Background: an optimization exercise with open tools, aiming at small area and a short achievable clock period. Do not read the settings as production practice. In this exercise RTL edits were held to simulation tests only and were not proved equivalent to the original.

**design/flow/design.v**
```verilog
`timescale 1ns / 1ps
module top_convolution#(parameter int IMG_SIZE = 5)(
    input clk,
    input rst,
    input [23:0] in,
    input [71:0] FILTER,
    output reg [(IMG_SIZE-2)*(IMG_SIZE-2)*9-1:0] OUT);
    localparam int OSZ = IMG_SIZE-2;
    localparam int CW  = $clog2(IMG_SIZE*IMG_SIZE+1);
    localparam int IW  = $clog2(IMG_SIZE);
    localparam int OIW = $clog2(OSZ);
    localparam int PW  = $clog2(OSZ*OSZ);
    logic [7:0]R_IN[IMG_SIZE-1:0][IMG_SIZE-1:0];
    logic signed [8:0]R_OUT[IMG_SIZE-3:0][IMG_SIZE-3:0];
    logic [7:0]G_IN[IMG_SIZE-1:0][IMG_SIZE-1:0];
    logic signed [8:0]G_OUT[IMG_SIZE-3:0][IMG_SIZE-3:0];
    logic [7:0]B_IN[IMG_SIZE-1:0][IMG_SIZE-1:0];
    logic signed [8:0]B_OUT[IMG_SIZE-3:0][IMG_SIZE-3:0];
    logic [CW-1:0] counter;
    logic [CW-1:0] row,col;
    logic [IW-1:0] ri,ci;
    logic [OIW-1:0] wr,wc;
    logic signed [8:0] R_temp,G_temp,B_temp;
    logic [7:0] r_px,g_px,b_px;
    logic          s2_valid;
    logic [OIW-1:0] s2_row,s2_col;
    logic [PW-1:0] s2_pos;
    assign row = counter/CW'(IMG_SIZE);
    assign col = counter%CW'(IMG_SIZE);
    assign wr = OIW'(row - CW'(2));
    assign wc = OIW'(col - CW'(2));
    assign s2_pos = PW'(s2_row)*PW'(OSZ) + PW'(s2_col);
    wire win = (counter < CW'(IMG_SIZE*IMG_SIZE)) && (row>=CW'(2)) && (col>=CW'(2));
    always_ff@(posedge clk)
        begin
            if(rst)
                counter <= 0;
            else if(counter < CW'(IMG_SIZE*IMG_SIZE))
                begin
                    R_IN[IW'(row)][IW'(col)] <= in[23:16];
                    G_IN[IW'(row)][IW'(col)] <= in[15:8];
                    B_IN[IW'(row)][IW'(col)] <= in[7:0];
                    counter <= counter + CW'(1);
                end
            else
                begin
                    counter <= 0;
                end
        end
    always_comb
    begin
        R_temp = 0;
        G_temp = 0;
        B_temp = 0;
        for(int k=0;k<3;k++)
            begin
                for(int l=0;l<3;l++)
                    begin
                        if(k==2 && l==2)
                            begin
                                r_px = in[23:16];
                                g_px = in[15:8];
                                b_px = in[7:0];
                            end
                        else
                            begin
                                ri = IW'(row) - IW'(2-k);
                                ci = IW'(col) - IW'(2-l);
                                r_px = R_IN[ri][ci];
                                g_px = G_IN[ri][ci];
                                b_px = B_IN[ri][ci];
                            end
                        R_temp = R_temp + 9'($signed({1'b0,r_px})*$signed(FILTER[(k*3+l)*8 +: 8]));
                        G_temp = G_temp + 9'($signed({1'b0,g_px})*$signed(FILTER[(k*3+l)*8 +: 8]));
                        B_temp = B_temp + 9'($signed({1'b0,b_px})*$signed(FILTER[(k*3+l)*8 +: 8]));
                    end
            end
    end
    always_ff@(posedge clk)
    begin
        if(!rst && win)
            begin
                R_OUT[wr][wc] <= R_temp;
                G_OUT[wr][wc] <= G_temp;
                B_OUT[wr][wc] <= B_temp;
            end
    end
    always_ff@(posedge clk)
        begin
            if(rst)
                begin
                    s2_valid <= 1'b0;
                    s2_row <= 0;
                    s2_col <= 0;
                    OUT <= '0;
                end
            else
                begin
                    s2_valid <= win;
                    s2_row <= wr;
                    s2_col <= wc;
                    for(int p=0;p<OSZ*OSZ;p++)
                        if(s2_valid && s2_pos == PW'(p))
                            OUT[p*9 +: 9] <= R_OUT[s2_row][s2_col] + G_OUT[s2_row][s2_col] + B_OUT[s2_row][s2_col];
                end
        end
endmodule
```
**design/flow/config.mk**
```make
export PLATFORM = sky130hd
export DESIGN_NAME = top_convolution
export DESIGN_NICKNAME = top_convolution
export VERILOG_FILES = /design/flow/design.v
export SDC_FILE = /design/flow/constraint.sdc
export NUM_CORES = 4
export LEC_CHECK = 0
export CAP_MARGIN = 20
export CORE_MARGIN = 2
export CORE_UTILIZATION = 40
export SLEW_MARGIN = 20
```
**design/flow/run.sh**
```bash
#!/bin/bash
# synth_recipe.tcl (not shown) runs the flow's synth.tcl, then flattens the netlist and writes it again
# the make line also repeats each setting of config.mk as NAME=value (left out here)
make -C /OpenROAD-flow-scripts/flow DESIGN_CONFIG=/design/flow/config.mk WORK_HOME=/design/flow/orfs CLKGATE_MAP_FILE= SYNTH_SCRIPT=/design/flow/synth_recipe.tcl finish
```
**design/flow/constraint.sdc**
```tcl
create_clock -name core_clock -period 17.0 [get_ports {clk}]
set_input_delay 3.4000 -clock core_clock [delete_from_list [all_inputs] [get_ports {clk}]]
set_output_delay 3.4000 -clock core_clock [all_outputs]
set_load 0.01 [all_outputs]
```
==> results of run 1 <==
[registers in the layout, summed over array words and instances (netlist names)]
name	cells
R_OUT	81
s2_row	2
G_IN	200
s2_col	2
B_IN	200
s2_valid	1
counter	5
R_IN	200
B_OUT	81
G_OUT	81
OUT	81
[worst paths after layout]
path                         start               endpoint  slack [ns]  cells after the start
max          counter[0]$_SDFF_PN0_  B_OUT[0][8]$_DFFE_PP_        1.13                     43
min reg2reg    OUT[1]$_SDFFE_PP0P_    OUT[1]$_SDFFE_PP0P_        0.46                      2
min            OUT[1]$_SDFFE_PP0P_    OUT[1]$_SDFFE_PP0P_        0.46                      2
max reg2reg  counter[0]$_SDFF_PN0_  B_OUT[0][8]$_DFFE_PP_        1.13                     43
[cell families (layout without fill, tap and decap cells)]
kind of cell / count (synthesis) / after routing
and+or+nand+nor: 2033 / 2033
buffers and inverters: 1451 / 1657
muxes: 1300 / 1300
adders and majority gates: 1286 / 1286
DFF: 934 / 934
AOI/OAI and AO/OA: 680 / 680
xor gates and xnor gates: 460 / 460
other: 0 / 12
[critical path, delay by kind of cell (launching register included)]
kind,cells,cell delay [ns]
adders and majority gates,15,6.73
xor gates and xnor gates,9,3.17
AOI/OAI and AO/OA,8,2.27
buffers and inverters,9,1.73
and+or+nand+nor,2,0.75
DFF,1,0.73
[layout by cell type, fill, tap and decap left out, drive strengths merged, types with 39 or more instances in the layout]
cell / count
a211oi: 39
a21oi: 195
and2: 475
buf: 276
clkbuf: 125
clkdlybuf4s50: 176
clkinv: 47
dfxtp: 91
edfxtp: 843
fa: 744
ha: 542
inv: 1014
mux2: 355
mux2i: 428
mux4: 517
nand2: 995
nand2b: 53
nand3: 46
nor2: 303
nor2b: 88
o211ai: 53
o21ai: 302
xnor2: 351
xor2: 75
[through the flow]
step                      hold WS [ns]
after CTS                        0.460
after detailed placement         0.453
after global routing             0.476
final                            0.456
after global placement           0.440
after floorplan                  0.481
[per-layer routing]
layer,vias up,GRT usage,share of wire
li1,28163,-,-
met1,34282,0.387,0.39
met2,4155,0.441,0.44
met3,911,0.0704,0.11
met4,8,0.148,0.061
met5,-,0,0.00016
[area by class of cell]
type | instances | area, um2 | area share
Multi-Input combinational cell | 5759 | 60100 | 0.587
Antenna cell | 12 | 30.0 | 0.000293
Timing Repair Buffer | 452 | 4060 | 0.0397
Sequential cell | 934 | 27100 | 0.265
Inverter | 1011 | 3800 | 0.0371
Tap cell | 3026 | 3790 | 0.0370
Clock inverter | 69 | 744 | 0.00728
Clock buffer | 125 | 2680 | 0.0262
==> reports/metrics.csv, run 1 <==
metric,value,unit
worstMarginPinSlew,1.30,ns
max_stage_delay,0.86,ns
cap_violations,0,
htree_levels,3,
hp-class,flop to flop,
tns,0,ns
synthMuxAreaShare,0.216,
postSynth.asyncResetShare,0,
dp_hpwl,249,mm
critPathArrivalTime,16.29,ns
grt_antenna_before_repair,17,
ys_warn_count,1,
worstSetupPathType,flop to flop,
finalMaxSlewViolations,0,
wl_per_cell,30.1,um
min_period,15.87,ns
synth_edf_count,843,
ys.flop_type,edfxtp_1,
hold_buffers,0,
cts_resized,0,
num-fill-cells,21118,
slew-limit-headroom,0.130,
grt_pass1_wl,490,mm
die-area,235000,um2
critPathMaxFanout,57,
setup_viol,0,
required,17.42,ns
synth_top_family_by_area,adder cells,
synthSimpleGateAreaFrac,0.102,
cp-start-kind,flop,
clockRootBuffer,clkbuf_16,
min_period_over_period,0.934,
critPathCaptureType,flop,
place.gp.congestion,0.989,
synth_top_area_frac,0.274,
core_area,230000,um2
worstSkewPairLatency,0.83,ns
synth_adder_area_share,0.235,
drive_above_1_share,0.168,
path_clk_slew,0.08,ns
area_growth,10.8,%
dp.cells,11181,
avgSynthCellArea,11.3,um2
drtIter0Drc,8198,
num_io_pins,179,
grt_max_degree,138,
clock_skew,0.0990,ns
crit_top_cell,fa_1,
io_buffers,178,
rsz0062_at_grt,false,
synth_cell_types,71,
row_count,176,
cts_setup_buffers,0,
grt-ovfl-total,0,
ant_nets,0,
wl,343,mm
vias,67519,
drtPass1Iterations,6,
placed_area,98800,um2
fin_ws,1.13,ns
ys_ff_latch,934,
drcViolationCount,0,
synth_nets,9528,
synthXorXnorAreaFrac,0.0492,
die_x,484,um
cts_made_buffers,103,
vias_per_cell,5.93,
design_area,102000,um2
synth_most_common_cell,inv_1,
initial_utilization,0.402,
fin_cells,11388,
cpMaxStageDelayCell,xnor2_2,
grt_pass1_vias,67114,
layout.nets,9645,
clock_sinks,934,
clock.fmax,63.0,MHz
synth_compound_area_frac,0.0421,
seq_area_frac_synth,0.294,
post-route-util,0.446,
synth_commonest_cells,"inv_1, nand2_1, edfxtp_1",
synth_area,92300,um2
die_h,484,um
synth_top_area_cell,edfxtp_1,
hold_viol_final,0,
tritoncts,done,
cts.path.max_buffers,3,
track_usage,0.290,
syn_inst,8144,
status,finished clean,
synthTopCellsByArea,"edfxtp_1, fa_1, mux4_2",
place_ws,1.49,ns
==> run 2, diff against run 1 <==
==> design/flow/design.v (replaced) <==
module top_convolution#(parameter int IMG_SIZE = 5)(
    input clk,
    input rst,
    input [23:0] in,
    input [71:0] FILTER,
    output reg [(IMG_SIZE-2)*(IMG_SIZE-2)*9-1:0] OUT);
    logic [71:0] f;
    always_ff @(posedge clk)
        if (rst) f <= FILTER;
    logic [8:0] tp[3][3];
    always_comb
        for (int k = 0; k < 3; k++)
            for (int l = 0; l < 3; l++)
                tp[k][l] = {f[(k*3+l)*8+7], f[(k*3+l)*8 +: 8]};
    logic [7:0] ps, pc;
    always_ff @(posedge clk) begin
        ps <= in[23:16] ^ in[15:8] ^ in[7:0];
        pc <= (in[23:16] & in[15:8]) | (in[23:16] & in[7:0]) | (in[15:8] & in[7:0]);
    end
    wire [8:0] s = {1'b0, ps} + {pc, 1'b0};
    logic [8:0] x;                        
    always_ff @(posedge clk) x <= s;
    logic [8:0] r0a, r0b, r0c, d0a, d0b, r1a, r1b, r1c, d1a, r2a, r2b;
    always_ff @(posedge clk) begin
        r0a <= 9'(x * tp[0][0]);
        r0b <= 9'(r0a + x * tp[0][1]);
        r0c <= 9'(r0b + x * tp[0][2]);
        d0a <= r0c;
        d0b <= d0a;
        r1a <= 9'(d0b + x * tp[1][0]);
        r1b <= 9'(r1a + x * tp[1][1]);
        r1c <= 9'(r1b + x * tp[1][2]);
        d1a <= r1c;
        r2a <= 9'(d1a + s * tp[2][0]);
        r2b <= 9'(r2a + s * tp[2][1]);
    end
    wire [8:0] res = 9'(r2b + s * tp[2][2]);
    logic [4:0] cnt;
    always_ff @(posedge clk)
        if (rst || cnt == 5'd25) cnt <= 5'd0;
        else cnt <= cnt + 5'd1;
    always_ff @(posedge clk)
        for (int p = 0; p < 9; p++)
            if (rst)
                OUT[p*9 +: 9] <= 9'd0;
            else if (cnt == 5'(((p/3)+2)*5 + (p%3) + 2 + 1))
                OUT[p*9 +: 9] <= res;
endmodule
==> reports/metrics.csv, run 2 <==
metric,value,unit,change
clockRootBuffer,clkbuf_16,,
critPathArrivalTime,7.33,ns,-8.96 ns
path_clk_slew,0.06,ns,-0.02 ns
postSynth.asyncResetShare,0,,unchanged
cts_setup_buffers,0,,unchanged
synth_compound_area_frac,0.0343,,-0.00781
hp-class,flop to flop,,
hold_buffers,0,,unchanged
status,finished clean,,
num-fill-cells,4690,,-78%
row_count,82,,-53%
worstSkewPairLatency,0.55,ns,-0.28 ns
drtIter0Drc,563,,-93%
synth_top_area_cell,fa_1,,
rsz0062_at_grt,false,,
num_io_pins,179,,unchanged
clock_sinks,282,,-70%
synth_adder_area_share,0.357,,+0.123
post-route-util,0.476,,+0.0302
cts.path.max_buffers,3,,unchanged
track_usage,0.181,,-0.109
n_antenna_cell,0,,-12
avgSynthCellArea,9.92,um2,-13%
area_growth,17.8,%,
htree_levels,2,,-1
synthSimpleGateAreaFrac,0.129,,+0.0266
synth_cell_types,39,,-45%
min_period_over_period,0.408,,-0.525
synthMuxAreaShare,0.00396,,-0.212
clock_skew,0.0162,ns,-0.0828 ns
required,17.39,ns,-0.03 ns
critPathCaptureType,flop,,
synth_top_family_by_area,adder cells,,
grt_max_degree,100,,-28%
io_buffers,178,,unchanged
met3WireLength,2.11,mm,-95%
vias_per_cell,4.67,,-21%
synth_area,20200,um2,-78%
ys.flop_type,dfxtp_1,,
ys_warn_count,2,,+1
layout_commonest_cell,inv_1,,
drive_above_1_share,0.0362,,-0.132
tns,0,ns,unchanged
tritoncts,done,,
design_area,23800,um2,-77%
met2_length,23.0,mm,-85%
finalMaxSlewViolations,0,,unchanged
cap_violations,0,,unchanged
syn_inst,2039,,-75%
wl_met1,19.3,mm,-85%
min_period,6.94,ns,-8.93 ns
synth_nets,2573,,-73%
critPathMaxFanout,13,,-77%
top_layer_used,met4,,
die-area,52400,um2,-78%
top_register,OUT,,
synth_edf_count,72,,-91%
hold_viol_final,0,,unchanged
cts_resized,0,,unchanged
synth_top_area_frac,0.234,,-0.0405
die_h,229,um,-53%
drtPass1Iterations,4,,-2
wl_per_cell,15.8,um,-48%
die_x,229,um,-53%
synth_most_common_cell,inv_1,,
synthXorXnorAreaFrac,0.0784,,+0.0293
cts_made_buffers,35,,-66%
grt_pass1_vias,14660,,-78%
ant_nets,0,,unchanged
core_area,50100,um2,-78%
setup_viol,0,,unchanged
dp_hpwl,33.3,mm,-87%
placed_area,22600,um2,-77%
layout.nets,2721,,-72%
worstMarginPinSlew,1.10,ns,-0.202 ns
seq_area_frac_synth,0.315,,+0.0209
reg_top3,"OUT (81), f (72)",,
wl,45.5,mm,-87%
grt_antenna_before_repair,1,,-16
place.gp.congestion,0.821,,-17%
largest_reg_flops,81,,
ys_ff_latch,282,,-70%
worstSetupPathType,flop to flop,,
grt-ovfl-total,0,,unchanged
clock.fmax,144,MHz,+130%
synthTopCellsByArea,"fa_1, dfxtp_1, ha_1",,
grt_pass1_wl,75.5,mm,-85%
initial_utilization,0.404,,+0.00191
final_cell_mix,"inv_1, nand2_1, fa_1, dfxtp_1, ha_1",,
vias,13477,,-80%
synth_commonest_cells,"inv_1, nand2_1, fa_1",,
drcViolationCount,0,,unchanged
slew-limit-headroom,0.269,,+0.138
cp-start-kind,flop,,
[run 2: cell types whose count changed in the layout (fill, tap and decap cells not counted), sizes merged, moves of 355 or more]
cell and change:
mux2 -355, mux2i -420, mux4 -517, edfxtp -771, inv -639, nand2 -634, fa -508
[run 2: cell type report]
cell class	instances	area [um2]	share of cell area
Tap cell	672	841	0.0353
Clock inverter	15	146	0.00615
Sequential cell	282	6370	0.267
Clock buffer	47	1020	0.0430
Timing Repair Buffer	188	1860	0.0780
Multi-Input combinational cell	1312	12200	0.512
Inverter	368	1380	0.0580
[run 2: final timing paths]
path                                     start              endpoint  slack (ns)  cells after the start
worst min-delay path            r1c[5]$_DFF_P_        d1a[5]$_DFF_P_        0.32                      0
worst max-delay path             ps[1]$_DFF_P_  OUT[26]$_SDFFE_PP0N_       10.06                     22
worst max register to register   ps[1]$_DFF_P_  OUT[26]$_SDFFE_PP0N_       10.06                     22
worst min register to register  r1c[5]$_DFF_P_        d1a[5]$_DFF_P_        0.32                      0
[run 2: routing by layer]
| layer | GRT usage | vias to the layer above |
|---|---|---|
| met5 | 0 | - |
| met4 | 0.0588 | 0 |
| met3 | 0.0302 | 72 |
| met2 | 0.322 | 286 |
| met1 | 0.224 | 6672 |
| li1 | - | 6447 |
[run 2: logic make-up (layout without fill, tap and decap cells)]
kind of cell / count (synthesis) / count (layout)
DFF: 282 / 282
xor gates and xnor gates: 174 / 174
AOI/OAI and AO/OA: 121 / 121
adders and majority gates: 436 / 436
buffers and inverters: 445 / 618
and+or+nand+nor: 573 / 573
muxes: 8 / 8
[run 2: worst max-delay path, stage by stage, from the launching register on]
cell and delay [ns]:
dfxtp_1 0.31, ha_1 0.22, fa_1 0.42, a21oi_1 0.22
o21bai_1 0.12, xor2_2 0.68, nand2_1 0.18, fa_1 0.57
inv_1 0.06, fa_1 0.50, fa_1 0.49, inv_1 0.05
fa_1 0.49, inv_1 0.06, fa_1 0.47, ha_1 0.35
a21oi_2 0.13, xnor3_1 0.40, xor2_1 0.17, xnor2_1 0.18
xnor3_2 0.47, mux2i_1 0.17, nor2_1 0.05
[run 2: stage by stage]
step	std cells	worst slack (ns)	hold slack [ns]
global route	2884	9.67	0.328
finish	2884	10.06	0.321
floorplan	2039	10.72	0.310
global placement	2822	9.90	0.310
detailed placement	2822	10.10	0.312
CTS	2884	10.02	0.326

## separate check: timing with driven ports
The flow's constraints put no driver on any port. The routed layouts listed below were extracted and timed again, unchanged, in two steps. Step 1 sets driving cells, clkbuf_16 on the clock port and buf_2 on the other inputs (assumed; they add their load-dependent delay and slew). Step 2 moves the port delays by t, midway between the first and last clock arrival at a register: inputs arrive t later, outputs are due t later. That takes back most of the time a late clock gives input paths. Three values: no drivers, after step 1, after step 2; two values: the first two.
run | t, ns | setup slack, ns | worst setup path after step 2
run 1 | 0.880 | 1.127 / 1.127 / 1.127 | register to register
run 2 | 0.602 | 10.059 / 10.059 / 10.059 | register to register
After both steps setup and hold are still met in every run listed.
